Background: an optimization exercise with open tools, aiming at a short achievable clock period and few clock cycles. Do not read the settings as production practice. Where RTL was checked, it was by simulation tests only, not by an equivalence proof against the original. Power and IR drop assume default switching activity.

Design core, start of the top module:
module core (
    input clk,
    input reset,
    output [11:0] imem_addr,
    input [15:0] imem_data,
    output wb_valid,
    output [2:0] wb_reg,
    output [15:0] wb_data
);
clock: 6.0 ns
lec_check: 0
abc_area: 1
cap_margin: 20
core_margin: 2
core_utilization: 50
place_density: 0.7
setup_slack_margin: 3.6
slew_margin: 20
tns_end_percent: 100
run.sh (not shown) runs the stock make flow with config.mk's settings and CLKGATE_MAP_FILE= SYNTH_SCRIPT=/design/flow/synth_recipe.tcl, a recipe that flattens the netlist after the stock synthesis.
Testbench counts at the start, summed over its fixed seeds: cycles 66,324.
==> next run, changes <==
- CORE_UTILIZATION: 50 -> 40
- PLACE_DENSITY: 0.7 -> default
- SETUP_SLACK_MARGIN: 3.6 -> 4.1
Result: Cell count rose by 9.6%. Worst hold slack loses 0.0034 ns. Clock power went up by about 1%. Clock skew rises by 0.0089 ns. Via count grows by 4.7%. Wire length rises by 15%. Global-route usage drops by 2.2 points. Synthesized cell count stays the same. Worst setup slack gets better by 0.085 ns. Non-clock buffer count grows by 228.
==> next run, changes <==
- SETUP_SLACK_MARGIN: 4.1 -> 3.8
Result: Via count decreases by 3.4%. Combinational power decreases by 16%. Die area stays the same. Worst setup slack loses 0.021 ns. Routed wire length decreases by 4.7%. Cell area decreases by 5.7%. Non-clock buffer count decreases by 72.
==> next run, changes <==
- SETUP_SLACK_MARGIN: 3.8 -> 3.5
Wire length is lower by 5.4%.
Global-route usage is lower by 0.76 points.
Critical path depth is lower by 14.
Utilization is lower by 4.5 points.
Worst setup slack is worse by 0.031 ns.
Final cell count is lower by 3.4%.
Area after synthesis is unchanged.
Die area is unchanged.

========
## v44
core, a different RTL version from the one above (not shown whole).
For scale: ~2600 cells after synthesis, ~650 flip-flops, ~50 I/O pins.
==> flow/design.v (excerpt) <==
module core (
    input clk,
    input reset,
    output [11:0] imem_addr,
    input [15:0] imem_data,
    output wb_valid,
    output [2:0] wb_reg,
    output [15:0] wb_data
);
make LEC_CHECK=0 CAP_MARGIN=20 CORE_MARGIN=2 CORE_UTILIZATION=45 SETUP_SLACK_MARGIN=3.5 SLEW_MARGIN=20 TNS_END_PERCENT=100 finish   # period 6.0 ns
--- input diff v44..v49 ---
- swapping 3.5 for 3.3 in SETUP_SLACK_MARGIN
- swapping 45 for 40 in CORE_UTILIZATION
Notes after the runs:
- Total die area (v49 vs. v44) increases by more than 10%
- Against v44, wire length after detailed routing in v49 came out better.
- v49: share of the clock period used by the worst path after layout higher than v44
What v38 does differently from v49 at the input level:
- a change of SETUP_SLACK_MARGIN from 3.3 to 3.5
==> comparison <==
Timing, DRC, antenna: 0 failures across v38 and v49. Sort v38 and v49 by wire length, descending, and v38 comes first. NOTE area used by multi-input combinational logic v49->v38 increased by a few percent. Time the final worst path needs with I/O delays and setup is lower on v38. v38 ends up with a total clock buffers created by CTS that is about 4.3% lower than in v49. Taking v49 as the reference, in v38 number of flip-flops and latches did not really move, via count went up, final standard cell area without fillers went up.
No functional check of the RTL was part of any run of this note.

========
core again, from the RTL that the note above started with.
Settings: LEC_CHECK=0, CAP_MARGIN=20, CORE_MARGIN=2, CORE_UTILIZATION=40, SETUP_SLACK_MARGIN=3.5, SLEW_MARGIN=20, TNS_END_PERCENT=50; clock period 6.0 ns.
Edit:
- SETUP_SLACK_MARGIN: 3.5 -> 3.7
- TNS_END_PERCENT: 50 -> 100
The changed run went through all stages and came out clean.
Synthesized cell count is unchanged.
Power rose by a few percent.
Clock-buffer cell count is higher by 4.
Routed wire length came out higher by a few percent.
Setup slack gets worse by 150 ps.
Register-to-register slack degrades by 150 ps.
Design area rose by a few percent.
Global-route usage rose by 1.8 points.
Via count grows slightly.
Clock power goes up by a little under a tenth.
No run of this note included a check of the RTL's function; only the layout flow was run.

========
core, a different RTL version from the one above (not shown whole).
Size in the first run: ~2500 cells after synthesis.
==> flow/design.v (excerpt) <==
module core (
    input clk,
    input reset,
    output [11:0] imem_addr,
    input [15:0] imem_data,
    output wb_valid,
    output [2:0] wb_reg,
    output [15:0] wb_data
);
clock: 6.0 ns
lec_check: 0
cap_margin: 20
core_margin: 2
core_utilization: 40
place_density: 0.75
setup_slack_margin: 3.5
slew_margin: 20
tns_end_percent: 100
Testbench counts at the start, summed over its fixed seeds: cycles 66,292.
Then changed:
--- a/flow/config.mk
+++ b/flow/config.mk
@@ -8,7 +8,7 @@
 export CAP_MARGIN = 20
 export CORE_MARGIN = 2
-export CORE_UTILIZATION = 40
-export PLACE_DENSITY = 0.75
-export SETUP_SLACK_MARGIN = 3.5
+export CORE_UTILIZATION = 50
+export PLACE_DENSITY = 0.7
+export SETUP_SLACK_MARGIN = 3.6
 export SLEW_MARGIN = 20
 export TNS_END_PERCENT = 100
The new run completed with no timing, DRC or antenna violations.
Cell area goes up by 3.7%.
Via count is higher by 0.96%.
Sequential share of layout area decreases by 1.5 points.
Register-to-register slack improved by 0.06 ns.
Then changed:
--- a/flow/config.mk
+++ b/flow/config.mk
@@ -8,7 +8,8 @@
 export CAP_MARGIN = 20
 export CORE_MARGIN = 2
-export CORE_UTILIZATION = 50
-export PLACE_DENSITY = 0.7
-export SETUP_SLACK_MARGIN = 3.6
+export CORE_UTILIZATION = 40
+export CTS_CLUSTER_DIAMETER = 100
+export CTS_CLUSTER_SIZE = 30
+export SETUP_SLACK_MARGIN = 3.5
 export SLEW_MARGIN = 20
 export TNS_END_PERCENT = 100
Result: Via count went down by 7.7%; synthesized area stays the same; total power went down by 15%; final area went down by 7.6%; core utilization went down by 17 points; clock power went down by 45%; sequential share of layout area went up by 3.5 points.
Then changed:
--- a/flow/config.mk
+++ b/flow/config.mk
@@ -9,7 +9,5 @@
 export CORE_MARGIN = 2
 export CORE_UTILIZATION = 40
-export CTS_CLUSTER_DIAMETER = 100
-export CTS_CLUSTER_SIZE = 30
 export SETUP_SLACK_MARGIN = 3.5
 export SLEW_MARGIN = 20
-export TNS_END_PERCENT = 100
+export TNS_END_PERCENT = 5
Effect: The changed run ran to the end with no violations; power climbs by roughly a tenth; wire length drops slightly; critical path depth climbs by 8; worst hold slack loses 0.012 ns; area after synthesis is unchanged; global-route usage drops by 0.14 points.

[re-timing with driven ports]
No port has a modelled driver above. Below, the same layouts with a new extraction and two added sets of constraints. Step 1 sets driving cells, clkbuf_16 on the clock port and buf_2 on the other inputs (assumed; they add their load-dependent delay and slew). Step 2 also shifts input and output timing later by t, the mid clock arrival at the registers, as if the neighbouring blocks saw the same clock. Three values: ideal, step 1, step 2; two values: the first two.
run	t (ns)	slack for setup (ns)	hold WS [ns]	latest minus earliest clock arrival (ns)
the first run of note 1	0.678	3.510 / 3.510 / 2.939	0.329 / 0.329 / 0.329	0.044 / 0.043
the second run of note 1	0.699	3.595 / 3.537 / 3.010	0.326 / 0.326 / 0.326	0.052 / 0.052
the third run of note 1	0.695	3.574 / 3.553 / 2.898	0.326 / 0.326 / 0.326	0.071 / 0.071
the fourth run of note 1	0.681	3.543 / 3.482 / 2.831	0.329 / 0.329 / 0.329	0.035 / 0.035
v44	0.686	3.395 / 3.374 / 2.687	0.318 / 0.318 / 0.318	0.028 / 0.029
v49	0.674	3.301 / 3.273 / 2.706	0.330 / 0.330 / 0.330	0.029 / 0.029
v38	0.671	3.361 / 3.361 / 2.695	0.326 / 0.326 / 0.326	0.026 / 0.027
the first run of note 3	0.667	3.380 / 3.351 / 2.761	0.328 / 0.328 / 0.328	0.037 / 0.037
the second run of note 3	0.666	3.232 / 3.232 / 2.659	0.327 / 0.327 / 0.327	0.028 / 0.028
the first run of note 4	0.706	3.373 / 3.318 / 2.662	0.317 / 0.317 / 0.317	0.053 / 0.053
the second run of note 4	0.673	3.436 / 3.374 / 2.717	0.324 / 0.324 / 0.324	0.033 / 0.033
the third run of note 4	0.679	3.394 / 3.336 / 2.794	0.339 / 0.339 / 0.339	0.056 / 0.056
the fourth run of note 4	0.676	3.265 / 3.205 / 2.601	0.327 / 0.327 / 0.327	0.027 / 0.027
After both steps setup and hold are still met in every run listed. For the second run of note 4, which loses most, drivers alone change the setup slack by -0.062 ns; drivers and shift together by -0.719 ns.
